Context: an optimization exercise on an open-source flow, tuned for small area. The choices shown serve that exercise and are no tape-out recipe.
Function was checked by simulation only, so behaviour that the tests miss may differ from the original.
Power is estimated from default activity; no workload was simulated.

v18:
Design PCC_4op, start of the top module:
module PCC_4op
#(
parameter	LOCAL_Y	=	4'b0010,
parameter	LOCAL_X	=	4'b0001,
parameter	DATAW		=	66,
parameter	PORTS		=	4,
parameter   OUT_PORTS	=	4,
parameter	CONNECTIONW	=	16,
parameter	ADDRYX		=	8,
parameter	FWCTRLW		=	1,
parameter	BWCTRLW		=	3
)
(
input				clk,
input				reset,
input	[DATAW-1:0]	PCC_ip_data_i0,		PCC_ip_data_i1,		PCC_ip_data_i2,		PCC_ip_data_i3,	 
input				PCC_ip_stb_i0,		PCC_ip_stb_i1,		PCC_ip_stb_i2,		PCC_ip_stb_i3,	
input				PCC_ip_fwd_i0,		PCC_ip_fwd_i1,		PCC_ip_fwd_i2,		PCC_ip_fwd_i3,	    	
input				PCC_op_fail_i0,		PCC_op_fail_i1,		PCC_op_fail_i2,		PCC_op_fail_i3,	
input				PCC_op_pack_i0,		PCC_op_pack_i1,		PCC_op_pack_i2,		PCC_op_pack_i3,	
input				PCC_op_suspend_i0,	PCC_op_suspend_i1,	PCC_op_suspend_i2,	PCC_op_suspend_i3,	
input				PCC_op_cancel_i0,	PCC_op_cancel_i1,	PCC_op_cancel_i2,	PCC_op_cancel_i3,	
output	[DATAW-1:0]	PCC_op_data_o0,		PCC_op_data_o1,		PCC_op_data_o2,		PCC_op_data_o3,	
  ...
For scale: roughly 580 I/O pins.
clock: 4.0 ns
lec_check: 0
cap_margin: 0
cell_pad_in_sites_detail_placement: 1
core_margin: 2
core_utilization: 40
slew_margin: 0
synth_hierarchical: 1
standard.sh (not shown) runs the stock make flow with config.mk's settings and CLKGATE_MAP_FILE= SYNTH_SCRIPT=/design/flow/synth_recipe.tcl, a recipe that flattens the netlist after the stock synthesis.
==> flow/flow/run.sh <==
#!/bin/bash
# Standard ORFS layout, with the smallest buffer for the port buffers and
# a coarser clock tree without dummy loads.
set -euo pipefail
bash standard.sh \
  "BUFFER_PORTS_ARGS=-buffer_cell sky130_fd_sc_hd__buf_1" \
  "CTS_ARGS=-sink_clustering_enable -repair_clock_nets -dont_use_dummy_load -sink_clustering_size 8 -sink_clustering_max_diameter 40 -buf_list {sky130_fd_sc_hd__clkbuf_4 sky130_fd_sc_hd__clkbuf_8} -sink_clustering_buffer sky130_fd_sc_hd__clkbuf_4" \
  finish > flow_make.log 2>&1
Relative to v18, the following input files were edited for v14:
Settings: CELL_PAD_IN_SITES_DETAIL_PLACEMENT: 1 -> unset.
==> flow/flow/run.sh <==
#!/bin/bash
# Standard ORFS layout, with the smallest buffer for the port buffers and
# a coarser clock tree without dummy loads.
set -euo pipefail
bash standard.sh \
  "BUFFER_PORTS_ARGS=-buffer_cell sky130_fd_sc_hd__buf_1" \
  "CTS_ARGS=-sink_clustering_enable -repair_clock_nets -dont_use_dummy_load -sink_clustering_size 14 -sink_clustering_max_diameter 60 -buf_list {sky130_fd_sc_hd__clkbuf_8}" \
  finish > flow_make.log 2>&1
--- outcome ---
v14 and v18 all finish clean.
Looking at v14 and v18, the clock transition at the register clock pins on the worst setup and hold paths after CTS is a wash.
Between v14 and v18, it is v14 whose delay contributed by the slowest stage of the critical path is higher, by 0.12 ns.
| register share of the cell area | v14 vs v18 | ≈ equal |
Relative to v18, the final area measured on v14 has decreased slightly.
v14 vs. v18: share of the clock period used by the worst path up 5.2 points, slew at the pin closest to its max-slew limit up 0.019 ns, shortest period the worst path allows up 0.21 ns, maximum vdd drop up about 20%, count of TritonRoute iterations in the first routing pass down 3.
Reported leakage power on v14 is ahead of v18.

* * *

PCC_4op, a different RTL version from the one above (not shown whole).
For scale: roughly 1700 cells after synthesis, about 360 flip-flops, ~580 I/O pins, roughly 15000 µm² of cells after synthesis.
clock: 4.0 ns
lec_check: 0
cap_margin: 0
cell_pad_in_sites_detail_placement: 1
core_margin: 2
core_utilization: 40
slew_margin: 0
synth_hierarchical: 1
==> flow/flow/run.sh <==
#!/bin/bash
# Standard ORFS layout, with the smallest buffer for the port buffers and
# a coarser clock tree without dummy loads.
set -euo pipefail
bash standard.sh \
  "BUFFER_PORTS_ARGS=-buffer_cell sky130_fd_sc_hd__buf_1" \
  "CTS_ARGS=-sink_clustering_enable -repair_clock_nets -dont_use_dummy_load -sink_clustering_size 8 -sink_clustering_max_diameter 40 -buf_list {sky130_fd_sc_hd__clkbuf_4 sky130_fd_sc_hd__clkbuf_8} -sink_clustering_buffer sky130_fd_sc_hd__clkbuf_4" \
  finish > flow_make.log 2>&1
Change:
==> flow/flow/run.sh (replaced) <==
#!/bin/bash
# Standard ORFS layout, with the smallest buffer for the port buffers and
# a coarser clock tree without dummy loads.
set -euo pipefail
bash standard.sh \
  "BUFFER_PORTS_ARGS=-buffer_cell sky130_fd_sc_hd__buf_1" \
  "CTS_ARGS=-sink_clustering_enable -repair_clock_nets -dont_use_dummy_load -sink_clustering_size 16 -sink_clustering_max_diameter 60 -buf_list {sky130_fd_sc_hd__clkbuf_8}" \
  finish > flow_make.log 2>&1
The changed run completed with no timing, DRC or antenna violations.
Worst setup slack degrades by 66 ps.
Power decreases by 0.66%.
Critical path depth is unchanged.
Sequential share of layout area is about the same.

* * *

## run X
Another version of the RTL of PCC_4op (not shown whole).
Size: ~1,900 cells after synthesis, ~370 flip-flops, ~17,000 um^2 of cells after synthesis.
export LEC_CHECK = 0
export CAP_MARGIN = 20
export CORE_MARGIN = 2
export CORE_UTILIZATION = 40
export SLEW_MARGIN = 20
create_clock -name core_clock -period 4.0 [get_ports {clk}]
run.sh (not shown) runs the stock make flow with config.mk's settings and CLKGATE_MAP_FILE= SYNTH_SCRIPT=/design/flow/synth_recipe.tcl, a recipe that flattens the netlist after the stock synthesis.
Stock flow here: none of the scripts above is used.
The final layout from run X, which completed every stage, passed the timing, design-rule and antenna checks at the end of the flow.
Input changes introduced in run M (baseline for comparison: run X):
Settings: an added ABC_AREA of 1.
Notes after the runs:
- Run M against run X: internal reg-to-reg setup slack picked up an extra 960 ps, design area picked up an extra about 1.9%.
- NOTE: count of clock buffers in the final design in run M exceeds that of run X
- Compared with run X, run M instantiates a larger number of cells.
- Area overhead of the layout relative to synthesis was higher in run M than in run X.
- Run X -> run M: via count increased by a little under 10%
- Summary: final total power, run M worse than run X
- In the tables for run M and run X, portion of total power attributed to the clock network reads lower with run X.
- Run M vs run X, relative slew slack went down by 3.3 points.
- Looking at library cell contributing the largest single delay on the critical path, the sky130_fd_sc_hd__dfxtp_1 result is from run X; the sky130_fd_sc_hd__clkdlybuf4s50_1 one comes from run M.

* * *

## the previous run
PCC_4op, a different RTL version from the one above (not shown whole).
Size: ~1,700 cells after synthesis, roughly 360 flip-flops, ~580 I/O pins, ~15,000 um^2 of cells after synthesis.
==> flow/config.mk <==
export PLATFORM = sky130hd
export DESIGN_NAME = PCC_4op
export DESIGN_NICKNAME = PCC_4op
export VERILOG_FILES = /design/flow/design.v
export SDC_FILE = /design/flow/constraint.sdc
export NUM_CORES = 4
export LEC_CHECK = 0
export CAP_MARGIN = 0
export CELL_PAD_IN_SITES_DETAIL_PLACEMENT = 1
export CORE_MARGIN = 2
export CORE_UTILIZATION = 40
export SLEW_MARGIN = 0
export SYNTH_HIERARCHICAL = 1
==> flow/constraint.sdc <==
create_clock -name core_clock -period 4.0 [get_ports {clk}]
set_input_delay 0.8000 -clock core_clock [delete_from_list [all_inputs] [get_ports {clk}]]
set_output_delay 0.8000 -clock core_clock [all_outputs]
set_load 0.01 [all_outputs]
standard.sh (not shown) runs the stock make flow with config.mk's settings and CLKGATE_MAP_FILE= SYNTH_SCRIPT=/design/flow/synth_recipe.tcl, a recipe that flattens the netlist after the stock synthesis.
==> flow/flow/run.sh <==
#!/bin/bash
# Standard ORFS layout, with the smallest buffer for the port buffers and
# a coarser clock tree without dummy loads.
set -euo pipefail
bash standard.sh \
  "BUFFER_PORTS_ARGS=-buffer_cell sky130_fd_sc_hd__buf_1" \
  "CTS_ARGS=-sink_clustering_enable -repair_clock_nets -dont_use_dummy_load -sink_clustering_size 16 -sink_clustering_max_diameter 60 -buf_list {sky130_fd_sc_hd__clkbuf_8}" \
  finish > flow_make.log 2>&1
The previous run completed; timing, DRC and antenna clean
[inputs] the current run vs the previous run
==> flow/flow/run.sh <==
#!/bin/bash
# Standard ORFS layout, with the smallest buffer for the port buffers and
# a coarser clock tree without dummy loads.
set -euo pipefail
bash standard.sh \
  "BUFFER_PORTS_ARGS=-buffer_cell sky130_fd_sc_hd__buf_1" \
  "CTS_ARGS=-sink_clustering_enable -repair_clock_nets -dont_use_dummy_load -sink_clustering_size 8 -sink_clustering_max_diameter 40 -buf_list {sky130_fd_sc_hd__clkbuf_4 sky130_fd_sc_hd__clkbuf_8} -sink_clustering_buffer sky130_fd_sc_hd__clkbuf_4" \
  finish > flow_make.log 2>&1
## What came out
- Compared with the previous run, the current run shows a power per cell area that is about 0.54% lower.
- Comparing the previous run and the current run, the higher setup slack was measured on the current run.
- Between the current run and the previous run, the data-path buffer share of cell area in the final layout figures differ only marginally.
- The higher part of the power in the clock network came out of the previous run.
- Detail-routed net length per standard cell of the previous run is on par with the current run.

## port drivers added, routing unchanged
Ports are ideal in the flow. The routed layouts listed here were re-timed in OpenROAD. Step 1: set_driving_cell puts a clkbuf_16 on clk and a buf_2 on each other input, an assumption about the parent block. Step 2 adds t to the input delays and takes it off the output delays; t is the mean of the earliest and latest rising clock arrival at the registers after step 1. Input paths then give back, and output paths get back, about the clock's delay inside the block. a / b / c = ideal / step 1 / step 2; a / b = the first two.
| run | t, ns | setup slack, ns | hold WS [ns] |
|---|---|---|---|
| v18 | 0.637 | 0.866 / 0.866 / 0.606 | 0.280 / 0.260 / 0.430 |
| v14 | 0.642 | 0.659 / 0.659 / 0.584 | 0.276 / 0.251 / 0.447 |
| the first run of note 2 | 0.664 | 1.453 / 1.461 / 0.818 | 0.263 / 0.236 / 0.380 |
| the second run of note 2 | 0.646 | 1.387 / 1.417 / 0.771 | 0.270 / 0.241 / 0.409 |
| run X | 0.617 | 0.524 / 0.524 / 0.058 | 0.475 / 0.475 / 0.475 |
| run M | 0.633 | 1.293 / 1.333 / 0.700 | 0.436 / 0.436 / 0.436 |
| the previous run | 0.614 | 1.162 / 1.185 / 0.571 | 0.305 / 0.276 / 0.375 |
| the current run | 0.669 | 1.286 / 1.310 / 0.641 | 0.266 / 0.246 / 0.363 |
After both steps setup and hold are still met in every run listed. The setup slack of the current run, which loses most, moves by +0.024 ns with the drivers and by -0.645 ns with both steps.
